Context: an optimization exercise on an open-source flow, tuned for small area and a short achievable clock period. The choices shown serve that exercise and are no tape-out recipe.
The RTL was checked by simulation tests, not by an equivalence proof against the original design.

===== design/flow/config.mk =====
export PLATFORM = sky130hd
export DESIGN_NAME = top_advanced
export DESIGN_NICKNAME = top_advanced
export VERILOG_FILES = /design/flow/design.v
export SDC_FILE = /design/flow/constraint.sdc
export NUM_CORES = 4
export LEC_CHECK = 0
export CAP_MARGIN = 20
export CORE_MARGIN = 2
export CORE_UTILIZATION = 35
export SLEW_MARGIN = 20

===== design/flow/constraint.sdc =====
create_clock -name core_clock -period 55.0 [get_ports {clk}]
set_input_delay 11.0000 -clock core_clock [delete_from_list [all_inputs] [get_ports {clk}]]
set_output_delay 11.0000 -clock core_clock [all_outputs]
set_load 0.01 [all_outputs]

===== design/flow/design.v =====
module micro_theta #(
    parameter WIDTH = 32
) (
    input  logic             clk,
    input  logic             rst_n,
    input  logic [WIDTH-1:0] x_in,
    output logic [WIDTH-1:0] x_out
);
    logic [WIDTH-1:0] reg_a;
    logic [WIDTH-1:0] reg_b;
    assign x_out = reg_a ^ reg_b;
    always_ff @(posedge clk or negedge rst_n) begin
        if (!rst_n) begin
            reg_a <= '0;
            reg_b <= '0;
        end else begin
            reg_a <= x_in;
            reg_b <= x_in >> 4;
        end
    end
endmodule
module micro_iota #(
    parameter WIDTH = 32
) (
    input  logic             clk,
    input  logic             rst_n,
    input  logic [WIDTH-1:0] y_in,
    output logic [WIDTH-1:0] y_out
);
    logic [WIDTH-1:0] accumulator;
    logic [WIDTH-1:0] shifted;
    assign shifted = {y_in[WIDTH-2:0], y_in[WIDTH-1]};
    assign y_out = accumulator | shifted;
    always_ff @(posedge clk or negedge rst_n) begin
        if (!rst_n) begin
            accumulator <= '0;
        end else begin
            accumulator <= accumulator + y_in;
        end
    end
endmodule
module micro_kappa #(
    parameter WIDTH = 32
) (
    input  logic             clk,
    input  logic             rst_n,
    input  logic [WIDTH-1:0] z_in,
    output logic [WIDTH-1:0] z_out
);
    logic [WIDTH-1:0] buffer_0;
    logic [WIDTH-1:0] buffer_1;
    logic [WIDTH-1:0] mixed;
    assign mixed = buffer_0 & buffer_1;
    assign z_out = mixed ^ z_in;
    always_ff @(posedge clk or negedge rst_n) begin
        if (!rst_n) begin
            buffer_0 <= '0;
            buffer_1 <= '0;
        end else begin
            buffer_0 <= z_in + mixed;
            buffer_1 <= buffer_0 | z_in;
        end
    end
endmodule
module leaf_lambda #(
    parameter WIDTH = 32
) (
    input  logic             clk,
    input  logic             rst_n,
    input  logic [WIDTH-1:0] data_in,
    output logic [WIDTH-1:0] data_out
);
    logic [WIDTH-1:0] theta_out;
    logic [WIDTH-1:0] iota_out;
    logic [WIDTH-1:0] combined;
    assign combined = theta_out + iota_out;
    assign data_out = combined ^ data_in;
    micro_theta #(
        .WIDTH(WIDTH)
    ) u_theta (
        .clk    (clk),
        .rst_n  (rst_n),
        .x_in   (data_in),
        .x_out  (theta_out)
    );
    micro_iota #(
        .WIDTH(WIDTH)
    ) u_iota (
        .clk    (clk),
        .rst_n  (rst_n),
        .y_in   (data_in),
        .y_out  (iota_out)
    );
endmodule
module leaf_mu #(
    parameter WIDTH = 32
) (
    input  logic             clk,
    input  logic             rst_n,
    input  logic [WIDTH-1:0] signal_in,
    output logic [WIDTH-1:0] signal_out
);
    logic [WIDTH-1:0] kappa_out;
    logic [WIDTH-1:0] processed;
    logic [WIDTH-1:0] feedback;
    logic [WIDTH-1:0] kappa_q;
    assign processed = signal_in << 1;
    assign signal_out = kappa_out & processed;
    assign feedback = kappa_q | signal_in;
    always_ff @(posedge clk or negedge rst_n) begin
        if (!rst_n) begin
            kappa_q <= '0;
        end else begin
            kappa_q <= kappa_out;
        end
    end
    micro_kappa #(
        .WIDTH(WIDTH)
    ) u_kappa (
        .clk    (clk),
        .rst_n  (rst_n),
        .z_in   (feedback),
        .z_out  (kappa_out)
    );
endmodule
module leaf_xi #(
    parameter WIDTH = 32
) (
    input  logic             clk,
    input  logic             rst_n,
    input  logic [WIDTH-1:0] packet_in,
    output logic [WIDTH-1:0] packet_out
);
    logic [WIDTH-1:0] stage_0;
    logic [WIDTH-1:0] stage_1;
    logic [WIDTH-1:0] stage_2;
    assign packet_out = stage_2 ^ packet_in;
    always_ff @(posedge clk or negedge rst_n) begin
        if (!rst_n) begin
            stage_0 <= '0;
            stage_1 <= '0;
            stage_2 <= '0;
        end else begin
            stage_0 <= packet_in;
            stage_1 <= stage_0 >> 2;
            stage_2 <= stage_1 + stage_0;
        end
    end
endmodule
module leaf_omicron #(
    parameter WIDTH = 32
) (
    input  logic             clk,
    input  logic             rst_n,
    input  logic [WIDTH-1:0] token_in,
    output logic [WIDTH-1:0] token_out
);
    logic [WIDTH-1:0] memory [3:0];
    logic [1:0]       ptr;
    logic [WIDTH-1:0] selected;
    assign selected = memory[ptr];
    assign token_out = selected ^ token_in;
    always_ff @(posedge clk or negedge rst_n) begin
        if (!rst_n) begin
            memory[0] <= '0;
            memory[1] <= '0;
            memory[2] <= '0;
            memory[3] <= '0;
            ptr <= 2'b00;
        end else begin
            memory[ptr] <= token_in;
            ptr <= ptr + 1'b1;
        end
    end
endmodule
module branch_nu #(
    parameter WIDTH = 32
) (
    input  logic             clk,
    input  logic             rst_n,
    input  logic [WIDTH-1:0] vec_in_0,
    input  logic [WIDTH-1:0] vec_in_1,
    output logic [WIDTH-1:0] vec_out_0,
    output logic [WIDTH-1:0] vec_out_1
);
    logic [WIDTH-1:0] lambda_out[3];
    logic [WIDTH-1:0] mu_out[2];
    logic [WIDTH-1:0] merge_0;
    logic [WIDTH-1:0] merge_1;
    logic [WIDTH-1:0] merge_2;
    assign merge_0 = vec_in_0 ^ vec_in_1;
    assign merge_1 = lambda_out[0] + mu_out[0];
    assign merge_2 = lambda_out[1] & lambda_out[2];
    assign vec_out_0 = (lambda_out[0] & merge_0) | merge_2;
    assign vec_out_1 = (mu_out[0] | merge_1) ^ mu_out[1];
    leaf_lambda #(
        .WIDTH(WIDTH)
    ) u_lambda_0 (
        .clk      (clk),
        .rst_n    (rst_n),
        .data_in  (merge_0),
        .data_out (lambda_out[0])
    );
    leaf_lambda #(
        .WIDTH(WIDTH)
    ) u_lambda_1 (
        .clk      (clk),
        .rst_n    (rst_n),
        .data_in  (vec_in_0),
        .data_out (lambda_out[1])
    );
    leaf_lambda #(
        .WIDTH(WIDTH)
    ) u_lambda_2 (
        .clk      (clk),
        .rst_n    (rst_n),
        .data_in  (mu_out[0]),
        .data_out (lambda_out[2])
    );
    leaf_mu #(
        .WIDTH(WIDTH)
    ) u_mu_0 (
        .clk        (clk),
        .rst_n      (rst_n),
        .signal_in  (vec_in_1),
        .signal_out (mu_out[0])
    );
    leaf_mu #(
        .WIDTH(WIDTH)
    ) u_mu_1 (
        .clk        (clk),
        .rst_n      (rst_n),
        .signal_in  (lambda_out[0]),
        .signal_out (mu_out[1])
    );
endmodule
module branch_pi #(
    parameter WIDTH = 32
) (
    input  logic             clk,
    input  logic             rst_n,
    input  logic [WIDTH-1:0] flow_in,
    output logic [WIDTH-1:0] flow_out_a,
    output logic [WIDTH-1:0] flow_out_b
);
    logic [WIDTH-1:0] xi_out[3];
    logic [WIDTH-1:0] omicron_out[2];
    logic [WIDTH-1:0] cross_connect;
    logic [WIDTH-1:0] cross_connect_2;
    logic [WIDTH-1:0] omicron_q;
    assign cross_connect = xi_out[0] ^ omicron_q;
    assign cross_connect_2 = xi_out[1] | xi_out[2];
    assign flow_out_a = (xi_out[0] + cross_connect) ^ omicron_out[1];
    assign flow_out_b = (omicron_out[0] ^ flow_in) | cross_connect_2;
    always_ff @(posedge clk or negedge rst_n) begin
        if (!rst_n) begin
            omicron_q <= '0;
        end else begin
            omicron_q <= omicron_out[0];
        end
    end
    leaf_xi #(
        .WIDTH(WIDTH)
    ) u_xi_0 (
        .clk        (clk),
        .rst_n      (rst_n),
        .packet_in  (flow_in),
        .packet_out (xi_out[0])
    );
    leaf_xi #(
        .WIDTH(WIDTH)
    ) u_xi_1 (
        .clk        (clk),
        .rst_n      (rst_n),
        .packet_in  (cross_connect),
        .packet_out (xi_out[1])
    );
    leaf_xi #(
        .WIDTH(WIDTH)
    ) u_xi_2 (
        .clk        (clk),
        .rst_n      (rst_n),
        .packet_in  (omicron_out[0]),
        .packet_out (xi_out[2])
    );
    leaf_omicron #(
        .WIDTH(WIDTH)
    ) u_omicron_0 (
        .clk       (clk),
        .rst_n     (rst_n),
        .token_in  (cross_connect),
        .token_out (omicron_out[0])
    );
    leaf_omicron #(
        .WIDTH(WIDTH)
    ) u_omicron_1 (
        .clk       (clk),
        .rst_n     (rst_n),
        .token_in  (xi_out[1]),
        .token_out (omicron_out[1])
    );
endmodule
module node_rho #(
    parameter WIDTH = 32
) (
    input  logic             clk,
    input  logic             rst_n,
    input  logic [WIDTH-1:0] bundle_in_0,
    input  logic [WIDTH-1:0] bundle_in_1,
    output logic [WIDTH-1:0] bundle_out
);
    logic [WIDTH-1:0] nu_out_0[3];
    logic [WIDTH-1:0] nu_out_1[3];
    logic [WIDTH-1:0] pi_out_a[3];
    logic [WIDTH-1:0] pi_out_b[3];
    logic [WIDTH-1:0] aggregate;
    logic [WIDTH-1:0] sub_mix_0;
    logic [WIDTH-1:0] sub_mix_1;
    assign sub_mix_0 = (nu_out_0[0] + nu_out_1[0]) ^ (pi_out_a[0] | pi_out_b[0]);
    assign sub_mix_1 = (nu_out_0[1] & nu_out_1[1]) | (pi_out_a[1] + pi_out_b[1]);
    assign aggregate = sub_mix_0 ^ sub_mix_1 ^ (nu_out_0[2] | pi_out_a[2]);
    assign bundle_out = aggregate & bundle_in_0;
    branch_nu #(
        .WIDTH(WIDTH)
    ) u_nu_0 (
        .clk       (clk),
        .rst_n     (rst_n),
        .vec_in_0  (bundle_in_0),
        .vec_in_1  (bundle_in_1),
        .vec_out_0 (nu_out_0[0]),
        .vec_out_1 (nu_out_1[0])
    );
    branch_nu #(
        .WIDTH(WIDTH)
    ) u_nu_1 (
        .clk       (clk),
        .rst_n     (rst_n),
        .vec_in_0  (bundle_in_1),
        .vec_in_1  (nu_out_0[0]),
        .vec_out_0 (nu_out_0[1]),
        .vec_out_1 (nu_out_1[1])
    );
    branch_nu #(
        .WIDTH(WIDTH)
    ) u_nu_2 (
        .clk       (clk),
        .rst_n     (rst_n),
        .vec_in_0  (sub_mix_0),
        .vec_in_1  (bundle_in_0),
        .vec_out_0 (nu_out_0[2]),
        .vec_out_1 (nu_out_1[2])
    );
    branch_pi #(
        .WIDTH(WIDTH)
    ) u_pi_0 (
        .clk        (clk),
        .rst_n      (rst_n),
        .flow_in    (nu_out_0[0]),
        .flow_out_a (pi_out_a[0]),
        .flow_out_b (pi_out_b[0])
    );
    branch_pi #(
        .WIDTH(WIDTH)
    ) u_pi_1 (
        .clk        (clk),
        .rst_n      (rst_n),
        .flow_in    (nu_out_1[1]),
        .flow_out_a (pi_out_a[1]),
        .flow_out_b (pi_out_b[1])
    );
    branch_pi #(
        .WIDTH(WIDTH)
    ) u_pi_2 (
        .clk        (clk),
        .rst_n      (rst_n),
        .flow_in    (sub_mix_1),
        .flow_out_a (pi_out_a[2]),
        .flow_out_b (pi_out_b[2])
    );
endmodule
module node_sigma #(
    parameter WIDTH = 32
) (
    input  logic             clk,
    input  logic             rst_n,
    input  logic [WIDTH-1:0] channel_in,
    output logic [WIDTH-1:0] channel_out_p,
    output logic [WIDTH-1:0] channel_out_q
);
    logic [WIDTH-1:0] pipe_stage_0;
    logic [WIDTH-1:0] pipe_stage_1;
    logic [WIDTH-1:0] pipe_stage_2;
    logic [WIDTH-1:0] feedback_path;
    assign feedback_path = pipe_stage_2 >> 5;
    assign channel_out_p = pipe_stage_1 + feedback_path;
    assign channel_out_q = pipe_stage_0 ^ pipe_stage_2;
    always_ff @(posedge clk or negedge rst_n) begin
        if (!rst_n) begin
            pipe_stage_0 <= '0;
            pipe_stage_1 <= '0;
            pipe_stage_2 <= '0;
        end else begin
            pipe_stage_0 <= channel_in;
            pipe_stage_1 <= pipe_stage_0 | feedback_path;
            pipe_stage_2 <= pipe_stage_1 & channel_in;
        end
    end
endmodule
module cluster_tau #(
    parameter WIDTH = 32
) (
    input  logic             clk,
    input  logic             rst_n,
    input  logic [WIDTH-1:0] input_0,
    input  logic [WIDTH-1:0] input_1,
    input  logic [WIDTH-1:0] input_2,
    output logic [WIDTH-1:0] output_0,
    output logic [WIDTH-1:0] output_1
);
    logic [WIDTH-1:0] rho_out;
    logic [WIDTH-1:0] sigma_out_p;
    logic [WIDTH-1:0] sigma_out_q;
    logic [WIDTH-1:0] interconnect_0;
    logic [WIDTH-1:0] interconnect_1;
    assign interconnect_0 = input_0 ^ input_2;
    assign interconnect_1 = rho_out + sigma_out_p;
    assign output_0 = interconnect_1 & sigma_out_q;
    assign output_1 = rho_out | sigma_out_p;
    node_rho #(
        .WIDTH(WIDTH)
    ) u_rho (
        .clk         (clk),
        .rst_n       (rst_n),
        .bundle_in_0 (input_0),
        .bundle_in_1 (input_1),
        .bundle_out  (rho_out)
    );
    node_sigma #(
        .WIDTH(WIDTH)
    ) u_sigma (
        .clk           (clk),
        .rst_n         (rst_n),
        .channel_in    (input_2),
        .channel_out_p (sigma_out_p),
        .channel_out_q (sigma_out_q)
    );
endmodule
module top_advanced #(
    parameter WIDTH = 16
) (
    input  logic             clk,
    input  logic             rst_n,
    input  logic [WIDTH-1:0] primary_input_a,
    input  logic [WIDTH-1:0] primary_input_b,
    input  logic [WIDTH-1:0] primary_input_c,
    input  logic [WIDTH-1:0] primary_input_d,
    output logic [WIDTH-1:0] primary_output_x,
    output logic [WIDTH-1:0] primary_output_y,
    output logic [WIDTH-1:0] primary_output_z
);
    logic [WIDTH-1:0] tau_out_0[3];
    logic [WIDTH-1:0] tau_out_1[3];
    logic [WIDTH-1:0] rho_direct_out[4];
    logic [WIDTH-1:0] sigma_out_p[3];
    logic [WIDTH-1:0] sigma_out_q[3];
    logic [WIDTH-1:0] top_level_mix_0;
    logic [WIDTH-1:0] top_level_mix_1;
    logic [WIDTH-1:0] top_level_mix_2;
    logic [WIDTH-1:0] top_level_mix_3;
    assign top_level_mix_0 = primary_input_a ^ primary_input_d;
    assign top_level_mix_1 = tau_out_0[0] + rho_direct_out[0];
    assign top_level_mix_2 = sigma_out_p[0] & sigma_out_q[0];
    assign top_level_mix_3 = tau_out_1[1] ^ rho_direct_out[2];
    assign primary_output_x = (top_level_mix_0 | tau_out_1[0]) ^ top_level_mix_1;
    assign primary_output_y = (top_level_mix_1 & rho_direct_out[1]) + sigma_out_p[1];
    assign primary_output_z = tau_out_0[2] ^ (top_level_mix_2 | primary_input_b);
    cluster_tau #(
        .WIDTH(WIDTH)
    ) u_tau_0 (
        .clk      (clk),
        .rst_n    (rst_n),
        .input_0  (primary_input_a),
        .input_1  (primary_input_b),
        .input_2  (primary_input_c),
        .output_0 (tau_out_0[0]),
        .output_1 (tau_out_1[0])
    );
    cluster_tau #(
        .WIDTH(WIDTH)
    ) u_tau_1 (
        .clk      (clk),
        .rst_n    (rst_n),
        .input_0  (primary_input_b),
        .input_1  (primary_input_c),
        .input_2  (primary_input_d),
        .output_0 (tau_out_0[1]),
        .output_1 (tau_out_1[1])
    );
    cluster_tau #(
        .WIDTH(WIDTH)
    ) u_tau_2 (
        .clk      (clk),
        .rst_n    (rst_n),
        .input_0  (primary_input_c),
        .input_1  (primary_input_d),
        .input_2  (primary_input_a),
        .output_0 (tau_out_0[2]),
        .output_1 (tau_out_1[2])
    );
    node_rho #(
        .WIDTH(WIDTH)
    ) u_rho_direct_0 (
        .clk         (clk),
        .rst_n       (rst_n),
        .bundle_in_0 (primary_input_c),
        .bundle_in_1 (primary_input_d),
        .bundle_out  (rho_direct_out[0])
    );
    node_rho #(
        .WIDTH(WIDTH)
    ) u_rho_direct_1 (
        .clk         (clk),
        .rst_n       (rst_n),
        .bundle_in_0 (tau_out_0[0]),
        .bundle_in_1 (primary_input_a),
        .bundle_out  (rho_direct_out[1])
    );
    node_rho #(
        .WIDTH(WIDTH)
    ) u_rho_direct_2 (
        .clk         (clk),
        .rst_n       (rst_n),
        .bundle_in_0 (tau_out_1[1]),
        .bundle_in_1 (primary_input_b),
        .bundle_out  (rho_direct_out[2])
    );
    node_rho #(
        .WIDTH(WIDTH)
    ) u_rho_direct_3 (
        .clk         (clk),
        .rst_n       (rst_n),
        .bundle_in_0 (sigma_out_p[0]),
        .bundle_in_1 (primary_input_d),
        .bundle_out  (rho_direct_out[3])
    );
    node_sigma #(
        .WIDTH(WIDTH)
    ) u_sigma_direct_0 (
        .clk           (clk),
        .rst_n         (rst_n),
        .channel_in    (top_level_mix_0),
        .channel_out_p (sigma_out_p[0]),
        .channel_out_q (sigma_out_q[0])
    );
    node_sigma #(
        .WIDTH(WIDTH)
    ) u_sigma_direct_1 (
        .clk           (clk),
        .rst_n         (rst_n),
        .channel_in    (rho_direct_out[0]),
        .channel_out_p (sigma_out_p[1]),
        .channel_out_q (sigma_out_q[1])
    );
    node_sigma #(
        .WIDTH(WIDTH)
    ) u_sigma_direct_2 (
        .clk           (clk),
        .rst_n         (rst_n),
        .channel_in    (tau_out_1[2]),
        .channel_out_p (sigma_out_p[2]),
        .channel_out_q (sigma_out_q[2])
    );
endmodule

===== design/flow/run.sh =====
#!/bin/bash
# synth_recipe.tcl (not shown) runs the flow's synth.tcl, then flattens the netlist and writes it again
# the make line also repeats each setting of config.mk as NAME=value (left out here)
make -C /OpenROAD-flow-scripts/flow DESIGN_CONFIG=/design/flow/config.mk WORK_HOME=/design/flow/orfs CLKGATE_MAP_FILE= SYNTH_SCRIPT=/design/flow/synth_recipe.tcl finish

==> out/qor.yml <==
finalInstanceArea_mm2: 0.333
dpl_cell_area_mm2: 0.312
max_freq_mhz: 18.9
drc: 0
drive_gt1_share_pct: 12.3
critPathArrivalTime_ns: 41.95
grt_max_degree: 183
synth-seq-area-share_pct: 44.6
viasPerCell: 5.06
yosysWarnings: 25
hold_viol: 0
max_cap_violations: 0
insertion_delay_ns: 1.13
end_kind: "primary output"
postCtsHoldBufs: 0
post-route-period-util_pct: 96.3
hold-worst-slack_ns: 0.333
seq_area_mm2: 0.132
die_h_um: 924
worst_pin_slew_ns: 1.28
clockBufferDepth: 4
cp.required_ns: 44.00
start_util_pct: 35.1
status: "timing/DRC/antenna clean"
drtIter0Drc: 15100
routed_wl_um: 807000
synth_fa_ha_area_share_pct: 11.9
synth_top_family_by_area: "XOR/XNOR gates"
vias: 199000
numCtsBuffers: 586
die_area_mm2: 0.854
tritoncts: "built"
crit_slowest_cell: "clkdlybuf4s50_1"
setup_viol: 0
synth_fp_nets: 29900
core_area_mm2: 0.843
worst-setup-path-type: "in2out"
synthCells: 27200
clock_skew_ns: 0.0645
grt_usage_pct: 18.5
drt_pass1_iterations: 10
final_common_cell: "dfrtp_1"
async_flop_share_pct: 100
rows: 337
crit_path_max_incr_delay_ns: 0.69
grt_pass1_wl_um: 1240000
clk_pin_slew_ns: 0.06
mostFrequentLayoutCells: "dfrtp_1, xnor2_1, ha_1"
antenna_found_initial: 73
synth.distinct_cells: 142
h-tree-depth: 6
routedWlPerCell_um: 20.5
ant_nets: 0
synth_seq_cells: 5279
yosys_most_used_dff: "dfrtp_1"
clkSinkCount: 5279
min_path_type: "reg2reg"
cpMostUsedCell: "a21oi_1"
yosys.area_share.xor_xnor_pct: 12.8
multi_input_area_mm2: 0.153
syn-mean-instance-area_um2: 10.9
fill_cells: 80700
pin_count: 114
grt-ovfl-total: 0
fin_nets: 30500
clockRootBuffer: "clkbuf_16"
slew_headroom_pct: 13.9
fin_crit_ns: 52.95
path_max_fanout: 8
yosys.area_share.simple_pct: 8.76
start_kind: "input port"
port_buffers: 113
grt_pass1_vias: 204000
synth_area_mm2: 0.296
fp.dieW_um: 924
slew_violations: 0
syn_to_final_growth_pct: 12.3
synthMuxAreaShare_pct: 6.04
synth_compound_area_share_pct: 12.2
synth-edff-count: 0
globalplace.congestion: 0.895
dp_hpwl_um: 618000
-- worst max-delay path, delay by kind of cell --
kind	cells	cell delay, ns
compound gates	59	12.29
buf+inv	9	1.80
xor+xnor	19	4.35
fa+ha+maj	19	5.44
mux	2	0.69
simple gates	35	6.30
-- cells in the mapped netlist, types with 23 or more instances --
master,count,share of area (%)
inv_1,2364,3.0
a31o_2,25,0.074
nor2_1,1124,1.4
o2111ai_1,26,0.077
a21boi_0,65,0.16
nor4_1,32,0.068
o311ai_0,24,0.071
buf_2,26,0.044
a222oi_1,384,1.3
nor3_1,171,0.29
xor2_1,1277,3.8
nand2b_1,523,1.1
a21oi_1,1903,3.2
or2_2,723,1.5
xnor2_1,2918,8.6
and2_1,490,1.0
nand3_1,197,0.33
nand3b_1,24,0.061
a311oi_1,33,0.098
mux2i_1,509,1.7
ha_1,2545,11
o21bai_1,778,2.0
dfrtp_1,5279,45
o21a_1,131,0.33
a2111oi_0,23,0.068
nand4_1,28,0.059
o22ai_1,38,0.080
a211oi_1,86,0.22
a21o_1,620,1.6
nor2b_1,249,0.53
nor3b_1,39,0.099
or3_1,354,0.75
and3_1,124,0.26
nand2_1,704,0.89
o211ai_1,58,0.15
o21ai_0,741,1.3
fa_1,168,1.1
mux2_2,1127,4.3
o31ai_1,36,0.091
a31oi_1,68,0.14
clkbuf_1,386,0.49
a211o_1,46,0.14
buf_1,129,0.16
-- per-stage QoR --
| step | util, % | worst slack, ns | setup TNS [ns] | cells |
|---|---|---|---|---|
| after floorplan | - | 7.23 | 0 | 27200 |
| final | 39.5 | 2.05 | 0 | 39400 |
| after detailed placement | 37.0 | 0.889 | 0 | 38300 |
| after global placement | 37.0 | 0.782 | 0 | 38300 |
| after global routing | 39.5 | -0.0131 | -0.0131 | 39400 |
| after CTS | 39.4 | 0.658 | 0 | 39300 |
-- cell families (layout without fill, tap and decap cells) --
| kind of cell | Yosys count | in the layout |
|---|---|---|
| fa+ha+maj | 2713 | 2713 |
| buf+inv | 2937 | 3946 |
| xor+xnor | 4247 | 4247 |
| mux | 1643 | 1643 |
| flops | 5279 | 5279 |
| other cells | 0 | 24 |
| simple gates | 4895 | 4895 |
| compound gates | 5442 | 5442 |
-- per-layer routing --
| layer | wire, um | GRT usage (%) | part of all wire, % |
|---|---|---|---|
| met4 | 22600 | 4.84 | 2.8 |
| met1 | 370000 | 25.9 | 46 |
| met5 | 39 | 0 | 0.0048 |
| met3 | 44100 | 2.74 | 5.5 |
| met2 | 370000 | 30.1 | 46 |
-- layout make-up --
class | count | area share, %
Multi-Input combinational cell | 18900 | 46.1
Sequential cell | 5279 | 39.7
Clock buffer | 827 | 5.07
Tap cell | 11200 | 4.21
Inverter | 2389 | 2.70
Timing Repair Buffer | 504 | 1.21
Clock inverter | 226 | 0.961
Antenna cell | 24 | 0.0181
-- path summary, 6_finish.rpt --
kind	from	to	slack, ns	cells after the start
max reg2reg	u_tau_0.u_rho.u_nu_0.u_lambda_0.u_theta.reg_a[5]	u_rho_direct_1.u_pi_2.u_omicron_1.memory[1][15]	26.04	132
max	primary_input_b[15]	primary_output_y[15]	2.05	143
min reg2reg	u_sigma_direct_1.pipe_stage_0[15]	u_sigma_direct_1.pipe_stage_1[15]	0.33	0
max in group asynchronous	rst_n	u_rho_direct_1.u_nu_1.u_mu_1.u_kappa.buffer_0[12]	39.56	8
min	u_sigma_direct_1.pipe_stage_0[15]	u_sigma_direct_1.pipe_stage_1[15]	0.33	0
min in group asynchronous	rst_n	u_rho_direct_0.u_pi_1.u_omicron_0.memory[3][15]	9.84	1
-- timing repair --
action,CTS,global route
resized for setup,0,21
hold endpoints to repair,0,0
setup buffers,0,1
setup endpoints to repair,0,8

## separate check: timing with driven ports
Ports are ideal in the flow. The routed layout listed here was re-timed in OpenROAD.
Step 1: set_driving_cell puts a clkbuf_16 on clk and a buf_2 on each other input, an assumption about the parent block.
Step 2 moves the port delays by t, midway between the first and last clock arrival at a register: inputs arrive t later, outputs are due t later. That takes back most of the time a late clock gives input paths.
a / b / c = ideal / step 1 / step 2; a / b = the first two.
t, ns: 1.222
slack for setup (ns): 2.049 / 1.745 / 1.745
worst setup path after step 2: input to output
worst register clock-pin slew, ns: 0.07 / 0.07
worst data-port slew with drivers (ns): 0.33
After both steps this run still meets setup and hold. The setup slack of this run moves by -0.304 ns with the drivers and by -0.304 ns with both steps.
